What follows belongs to an exercise in optimizing a design on an open flow for small area and a short achievable clock period; a production flow would make more cautious choices. No activity file was given, so power comes from the tool's default toggle rates.

== v6 ==
## sparc_exu_alu
module sparc_exu_alu
(
   alu_byp_rd_data_e, exu_ifu_brpc_e, exu_lsu_ldst_va_e,
   exu_lsu_early_va_e, exu_mmu_early_va_e, alu_ecl_add_n64_e,
   alu_ecl_add_n32_e, alu_ecl_log_n64_e, alu_ecl_log_n32_e,
   alu_ecl_zhigh_e, alu_ecl_zlow_e, exu_ifu_regz_e,
   alu_ecl_adderin2_63_e, alu_ecl_adderin2_31_e,
   alu_ecl_adder_out_63_e, alu_ecl_cout32_e, alu_ecl_cout64_e_l,
   alu_ecl_mem_addr_invalid_e_l,
   cen, rclk, byp_alu_rs1_data_e, byp_alu_rs2_data_e_l,
   byp_alu_rs3_data_e, byp_alu_rcc_data_e, ecl_alu_cin_e,
   ifu_exu_invert_d, ecl_alu_log_sel_and_e, ecl_alu_log_sel_or_e,
   ecl_alu_log_sel_xor_e, ecl_alu_log_sel_move_e,
   ecl_alu_out_sel_sum_e_l, ecl_alu_out_sel_rs3_e_l,
   ecl_alu_out_sel_shift_e_l, ecl_alu_out_sel_logic_e_l,
   shft_alu_shift_out_e, ecl_alu_sethi_inst_e, ifu_lsu_casa_e
   );
Size: roughly 520 I/O pins.
Settings: LEC_CHECK=0, CAP_MARGIN=20, CORE_MARGIN=2, CORE_UTILIZATION=40, SETUP_SLACK_MARGIN=3.2, SLEW_MARGIN=20, SYNTH_HIERARCHICAL=1; clock period 9.0 ns.
standard.sh (not shown) runs the stock make flow with config.mk's settings and CLKGATE_MAP_FILE= SYNTH_SCRIPT=/design/flow/synth_recipe.tcl, a recipe that flattens the netlist after the stock synthesis.
==> flow/flow/run.sh <==
#!/bin/bash
# The standard layout (standard.sh) with two changes:
#  - the smallest buffer (buf_1) on every port;
#  - synthesis maps with ABC script flow/abc.script (in a copy of ORFS's
#    scripts folder, where it replaces abc_speed.script).
# Extra ORFS settings: 
# Each ORFS step writes its full log under orfs/logs/; make's output goes to
# standard_flow.log.
set -euo pipefail
rm -rf scripts_abc
cp -r "$FLOW_HOME/scripts" scripts_abc
cp flow/abc.script scripts_abc/abc_speed.script
export BUFFER_PORTS_ARGS="-buffer_cell sky130_fd_sc_hd__buf_1"
bash standard.sh SCRIPTS_DIR="$PWD/scripts_abc"  finish > standard_flow.log 2>&1
==> flow/flow/abc.script <==
&get -n
&st
&syn2
&dch -f
&nf -p -R 10
&put
buffer -c
topo
stime -c
dnsize -c
diff inputs: v6 => v7
# v6
export LEC_CHECK = 0
export CAP_MARGIN = 20
export CORE_MARGIN = 2
export CORE_UTILIZATION = 40
export SETUP_SLACK_MARGIN = 3.2
export SLEW_MARGIN = 20
export SYNTH_HIERARCHICAL = 1
create_clock -name core_clock -period 9.0 [get_ports {rclk}]
# v7
export LEC_CHECK = 0
export CAP_MARGIN = 20
export CORE_MARGIN = 2
export CORE_UTILIZATION = 40
export CTS_BUF_LIST = sky130_fd_sc_hd__clkbuf_8
export CTS_CLUSTER_DIAMETER = 100
export CTS_CLUSTER_SIZE = 30
export SETUP_SLACK_MARGIN = 3.0
export SLEW_MARGIN = 20
export SYNTH_HIERARCHICAL = 1
create_clock -name core_clock -period 9.0 [get_ports {rclk}]
Notes after the runs:
A termination of the worst setup path of alu_ecl_zlow_e is what v7 shows, while alu_ecl_zhigh_e belongs to v6.
v7: combinational power is about 4% lower than what v6 reported.
v7 vs v6 — sequential group share of total power rose 2.2 points.
The worst vdd rail ir drop in v6 is 1.2 times that in v7.
Function was not checked in any run of this note: the RTL went through the layout flow alone.


sparc_exu_alu, a different RTL version from the one above (not shown whole).
Size in the first run: roughly 1300 cells after synthesis, about 520 I/O pins.
==> flow/config.mk <==
export PLATFORM = sky130hd
export DESIGN_NAME = sparc_exu_alu
export DESIGN_NICKNAME = sparc_exu_alu
export VERILOG_FILES = /design/flow/design.v
export SDC_FILE = /design/flow/constraint.sdc
export NUM_CORES = 4
export LEC_CHECK = 0
export CAP_MARGIN = 20
export CORE_MARGIN = 2
export CORE_UTILIZATION = 40
export CTS_BUF_LIST = sky130_fd_sc_hd__clkbuf_8
export CTS_CLUSTER_DIAMETER = 100
export CTS_CLUSTER_SIZE = 30
export SETUP_SLACK_MARGIN = 3.0
export SLEW_MARGIN = 20
export SYNTH_HIERARCHICAL = 1
==> flow/constraint.sdc <==
create_clock -name core_clock -period 9.0 [get_ports {rclk}]
set_input_delay 1.8000 -clock core_clock [delete_from_list [all_inputs] [get_ports {rclk}]]
set_output_delay 1.8000 -clock core_clock [all_outputs]
set_load 0.01 [all_outputs]
==> flow/flow/run.sh <==
#!/bin/bash
# The standard layout (standard.sh) with these changes:
#  - the smallest buffer (buf_1) on every port;
#  - in a copy of ORFS's scripts folder, synthesis maps the adder's carry
#    network (module alu_carry) with ABC script flow/abc_fast.script and the
#    rest with flow/abc.script (patch_synth.py edits synth.tcl to do so).
# Extra ORFS settings: 'CTS_ARGS=-sink_clustering_enable -repair_clock_nets -sink_clustering_size 30 -sink_clustering_max_diameter 100 -buf_list sky130_fd_sc_hd__clkbuf_8 -dont_use_dummy_load'
# Each ORFS step writes its full log under orfs/logs/; make's output goes to
# standard_flow.log.
set -euo pipefail
rm -rf scripts_abc
cp -r "$FLOW_HOME/scripts" scripts_abc
cp flow/abc.script scripts_abc/abc_speed.script
cp flow/abc_fast.script scripts_abc/abc_fast.script
python3 flow/patch_synth.py scripts_abc/synth.tcl
export BUFFER_PORTS_ARGS="-buffer_cell sky130_fd_sc_hd__buf_1"
bash standard.sh SCRIPTS_DIR="$PWD/scripts_abc" 'CTS_ARGS=-sink_clustering_enable -repair_clock_nets -sink_clustering_size 30 -sink_clustering_max_diameter 100 -buf_list sky130_fd_sc_hd__clkbuf_8 -dont_use_dummy_load' finish > standard_flow.log 2>&1
==> flow/flow/abc.script <==
&get -n
&st
&syn2
&dch -f
&nf -p -R 10
&put
topo
stime -c
dnsize -c
==> flow/flow/abc_fast.script <==
&get -n
&st
&syn2
&dch -f
&nf -p -R 10
&put
buffer -c
topo
stime -c
upsize -c
dnsize -c
==> flow/flow/patch_synth.py <==
"""Patch a copy of ORFS's synth.tcl: map module alu_carry with
abc_fast.script, and the rest of the design with the usual ABC script."""
import sys
p = sys.argv[1]
s = open(p).read()
old = '  log_cmd abc {*}$abc_args\n'
assert s.count(old) == 1, "synth.tcl: abc call not found"
new = '''  set fast_args [lreplace $abc_args 1 1 $::env(SCRIPTS_DIR)/abc_fast.script]
  if {[llength [tee -q -s result.string select -list-mod alu_carry]]} {
    log_cmd abc {*}$fast_args alu_carry
    log_cmd abc {*}$abc_args * alu_carry %d
  } else {
    log_cmd abc {*}$abc_args
  }
'''
open(p, 'w').write(s.replace(old, new))
Edit:
==> flow/flow/run.sh (replaced) <==
#!/bin/bash
# The standard layout (standard.sh) with two changes:
#  - the smallest buffer (buf_1) on every port;
#  - synthesis maps with ABC script flow/abc.script (in a copy of ORFS's
#    scripts folder, where it replaces abc_speed.script).
# Extra ORFS settings: 'CTS_ARGS=-sink_clustering_enable -repair_clock_nets -sink_clustering_size 30 -sink_clustering_max_diameter 100 -buf_list sky130_fd_sc_hd__clkbuf_8 -dont_use_dummy_load'
# Each ORFS step writes its full log under orfs/logs/; make's output goes to
# standard_flow.log.
set -euo pipefail
rm -rf scripts_abc
cp -r "$FLOW_HOME/scripts" scripts_abc
cp flow/abc.script scripts_abc/abc_speed.script
export BUFFER_PORTS_ARGS="-buffer_cell sky130_fd_sc_hd__buf_1"
bash standard.sh SCRIPTS_DIR="$PWD/scripts_abc" 'CTS_ARGS=-sink_clustering_enable -repair_clock_nets -sink_clustering_size 30 -sink_clustering_max_diameter 100 -buf_list sky130_fd_sc_hd__clkbuf_8 -dont_use_dummy_load' finish > standard_flow.log 2>&1
removed: flow/flow/abc_fast.script
removed: flow/flow/patch_synth.py
What happened: The changed run went through all stages and came out clean; global-route usage climbs by 2.6 points; routed wire length climbs by 3.8%; synthesized area goes down by 0.74%; synthesized cell count does not change; core utilization falls by 1.8 points; combinational power came out lower by 3.3%.
Edit:
- PLACE_DENSITY: not set -> 0.75
The new run produced a clean layout.
Setup slack is better by 92 ps.
Register-to-register slack is worse by 150 ps.
Power rises by 0.46%.
Global-route usage falls by 1.4 points.
Sequential power barely changes.
Via count rises by 2.5%.
Count of clock-buffer cells in the layout is unchanged.
Sequential share of layout area barely changes.
Routed wire length falls by 2.5%.
Area after synthesis is unchanged.
Edit:
- PLACE_DENSITY: 0.75 -> not set
- SETUP_SLACK_MARGIN: 3.0 -> 3.15
The new run ran to the end with no violations. Area after synthesis stays the same. Non-clock buffer count increases by 21. Clock skew stays flat. Design area came out higher by 7.6%. Die area stays the same. Power rises by 3.6%. Worst setup slack is better by 92 ps. Routed wire length came out higher by 1.4%. Global-route usage rose by 0.44 points.
Function was not checked in any run of this note: the RTL went through the layout flow alone.

==> what the ideal ports hide <==
The flow's constraints put no driver on any port. The routed layouts listed below were extracted and timed again, unchanged, in two steps. Step 1 assumes that a clkbuf_16 drives the clock port and a buf_2 every other input. Step 2 adds t to the input delays and takes it off the output delays; t is the mean of the earliest and latest rising clock arrival at the registers after step 1. Input paths then give back, and output paths get back, about the clock's delay inside the block. Three values: no drivers, after step 1, after step 2; two values: the first two.
run | t (ns) | setup slack, ns | worst hold slack (ns)
v6 | 0.401 | 3.118 / 3.078 / 3.078 | 1.281 / 1.281 / 1.281
v7 | 0.418 | 3.026 / 2.984 / 2.984 | 1.280 / 1.280 / 1.280
the first run of note 2 | 0.412 | 3.119 / 3.085 / 3.085 | 1.217 / 1.217 / 1.217
the second run of note 2 | 0.418 | 2.976 / 2.949 / 2.949 | 1.411 / 1.411 / 1.411
the third run of note 2 | 0.406 | 3.068 / 3.048 / 3.048 | 1.255 / 1.255 / 1.255
the fourth run of note 2 | 0.401 | 3.160 / 3.134 / 3.134 | 1.219 / 1.219 / 1.219
After both steps setup and hold are still met in every run listed. The setup slack of v7, which loses most, moves by -0.042 ns with the drivers and by -0.042 ns with both steps.
